Context: an optimization exercise on an open-source flow, tuned for small area. The choices shown serve that exercise and are no tape-out recipe. No activity file was given, so power comes from the tool's default toggle rates.

run A:
==> flow/design.v (excerpt) <==
module FPAdder(
  input             clk,
  input      [31:0] A_56,
  input      [31:0] B_56,
  output reg [31:0] sum_56
);
  wire        sA = A_56[31];
  wire        sB = B_56[31];
  wire  [7:0] eA = A_56[30:23];
  wire  [7:0] eB = B_56[30:23];
  wire [22:0] mA = A_56[22:0];
  wire [22:0] mB = B_56[22:0];
  wire        larger = eA > eB;
  wire  [7:0] ediff  = larger ? eA - eB : eB - eA;
  wire [22:0] ml     = larger ? mA : mB;
  wire [22:0] ms     = larger ? mB : mA;
  wire  [7:0] el     = larger ? eA : eB;
  wire        sL     = larger ? sA : sB;
  wire [22:0] sh     = ms >> ediff;
  wire        gt     = ml > sh;
  wire        lt     = sh > ml;
  wire        same   = sA == sB;
  wire [23:0] t      = same ? ml + sh : (gt ? ml - sh : sh - ml);
  wire        sign   = same ? sA : ((eA != eB) ? sL : (sL ? gt : lt));
  wire        zA     = A_56 == 32'b0;
  wire        zB     = B_56 == 32'b0;
  wire        byp    = zA | zB;
  reg         r1_byp, r1_sign;
  reg   [7:0] r1_e;
  reg  [23:0] r1_t;
  always @(posedge clk) begin
    r1_byp  <= byp;
    r1_sign <= zA ? sB : (zB ? sA : sign);
    r1_e    <= zA ? eB : (zB ? eA : el);
    r1_t    <= zA ? {1'b0, mB} : (zB ? {1'b0, mA} : t);
  end
  wire        keep = r1_byp | (~r1_t[23] & r1_t[22]);
  reg  [31:0] res;
  always @(*) begin
    if (keep)
      res = {r1_sign, r1_e, r1_t[22:0]};
    else if (r1_t[23])
      res = {r1_sign, r1_e + 8'd1, r1_t[23:1]};
    else
      res = {r1_sign, r1_e - 8'd1, r1_t[21:0], 1'b0};
  end
  reg [31:0] r2, r3, r4;
  ...
==> module FPAdder, before the edit <==
module FPAdder(
  input             clk,
  input      [31:0] A_56,
  input      [31:0] B_56,
  output reg [31:0] sum_56
);
  wire        sA = A_56[31];
  wire        sB = B_56[31];
  wire  [7:0] eA = A_56[30:23];
  wire  [7:0] eB = B_56[30:23];
  wire [22:0] mA = A_56[22:0];
  wire [22:0] mB = B_56[22:0];
  wire        larger = eA > eB;
  wire  [7:0] ediff  = larger ? eA - eB : eB - eA;
  wire [22:0] ml     = larger ? mA : mB;
  wire [22:0] ms     = larger ? mB : mA;
  wire  [7:0] el     = larger ? eA : eB;
  wire        sL     = larger ? sA : sB;
  wire [22:0] sh     = ms >> ediff;
  wire        gt     = ml > sh;
  wire        lt     = sh > ml;
  wire        same   = sA == sB;
  wire [23:0] t      = same ? ml + sh : (gt ? ml - sh : sh - ml);
  wire        sign   = same ? sA : ((eA != eB) ? sL : (sL ? gt : lt));
  wire        zA     = A_56 == 32'b0;
  wire        zB     = B_56 == 32'b0;
  wire        byp    = zA | zB;
  reg         r1_byp, r1_sign;
  reg   [7:0] r1_e;
  reg  [23:0] r1_t;
  always @(posedge clk) begin
    r1_byp  <= byp;
    r1_sign <= zA ? sB : (zB ? sA : sign);
    r1_e    <= zA ? eB : (zB ? eA : el);
    r1_t    <= zA ? {1'b0, mB} : (zB ? {1'b0, mA} : t);
  end
  wire        keep = r1_byp | (~r1_t[23] & r1_t[22]);
  reg  [31:0] res;
  always @(*) begin
    if (keep)
      res = {r1_sign, r1_e, r1_t[22:0]};
    else if (r1_t[23])
      res = {r1_sign, r1_e + 8'd1, r1_t[23:1]};
    else
      res = {r1_sign, r1_e - 8'd1, r1_t[21:0], 1'b0};
  end
  reg [31:0] r2, r3, r4;
  always @(posedge clk) begin
    r2     <= res;
    r3     <= r2;
    r4     <= r3;
    sum_56 <= r4;
  end
endmodule
make LEC_CHECK=0 CAP_MARGIN=20 CORE_MARGIN=2 CORE_UTILIZATION=40 SLEW_MARGIN=20 finish   # period 4.0 ns
run.sh (not shown) runs the stock make flow with config.mk's settings and CLKGATE_MAP_FILE= SYNTH_SCRIPT=/design/flow/synth_recipe.tcl, a recipe that flattens the netlist after the stock synthesis.
From the logs: run A reached the end of the flow and failed the layout checks with setup timing.
## Diff of input files: run C against run A
--- a/flow/design.v
+++ b/flow/design.v
@@ -25,28 +25,21 @@
   wire        zA     = A_56 == 32'b0;
   wire        zB     = B_56 == 32'b0;
   wire        byp    = zA | zB;
-  reg         r1_byp, r1_sign;
-  reg   [7:0] r1_e;
-  reg  [23:0] r1_t;
-  always @(posedge clk) begin
-    r1_byp  <= byp;
-    r1_sign <= zA ? sB : (zB ? sA : sign);
-    r1_e    <= zA ? eB : (zB ? eA : el);
-    r1_t    <= zA ? {1'b0, mB} : (zB ? {1'b0, mA} : t);
-  end
-  wire        keep = r1_byp | (~r1_t[23] & r1_t[22]);
-  reg  [31:0] res;
+  wire        keep = ~t[23] & t[22];
+  reg  [31:0] nrm;
   always @(*) begin
     if (keep)
-      res = {r1_sign, r1_e, r1_t[22:0]};
-    else if (r1_t[23])
-      res = {r1_sign, r1_e + 8'd1, r1_t[23:1]};
+      nrm = {sign, el, t[22:0]};
+    else if (t[23])
+      nrm = {sign, el + 8'd1, t[23:1]};
     else
-      res = {r1_sign, r1_e - 8'd1, r1_t[21:0], 1'b0};
+      nrm = {sign, el - 8'd1, t[21:0], 1'b0};
   end
-  reg [31:0] r2, r3, r4;
+  wire [31:0] res = zA ? B_56 : (zB ? A_56 : nrm);
+  reg [31:0] r1, r2, r3, r4;
   always @(posedge clk) begin
-    r2     <= res;
+    r1     <= res;
+    r2     <= r1;
     r3     <= r2;
     r4     <= r3;
     sum_56 <= r4;
Results
Run C: all stages done; final checks FAILED (setup timing). From run A to run C the numbers moved as follows: standby leakage power rose by 8.7%; fraction of synthesized area in multiplexers now smaller; clock period minus final worst setup slack rose 1.34 ns; wire length of the first global-routing pass went up by 13000 um; CTS sink count shrank by 2. Compared with run A, run C shows a higher non-clock buffer count. Taking run A as the reference, in run C global-route usage grew by 5.4 points; final worst slack shrank by 1.34 ns; final area grew by about 10%; first-iteration detailed-routing DRC count grew by 724. Re clock insertion delay at the later pin of the skew report: run A was lower than run C.
No run of this note included a check of the RTL's function; only the layout flow was run.

## what the ideal ports hide
How much do the figures lean on ideal ports? The routed layouts below were timed once more, with nothing changed but the port constraints. Step 1 assumes that a clkbuf_16 drives the clock port and a buf_2 every other input. Step 2, shift: input delay + t, output delay - t, t = (earliest + latest rising clock arrival at the registers) / 2. This alone moves slack from input paths to output paths. Three values: no drivers, after step 1, after step 2; two values: the first two.
| run | t, ns | slack for setup (ns) | worst setup path at the end | latest minus earliest clock arrival (ns) |
|---|---|---|---|---|
| run A | 0.468 | -2.050 / -2.058 / -2.526 | input to register | 0.020 / 0.020 |
| run C | 0.479 | -3.393 / -3.408 / -3.888 | input to register | 0.021 / 0.021 |
The setup slack of run C, which loses most, moves by -0.015 ns with the drivers and by -0.495 ns with both steps.
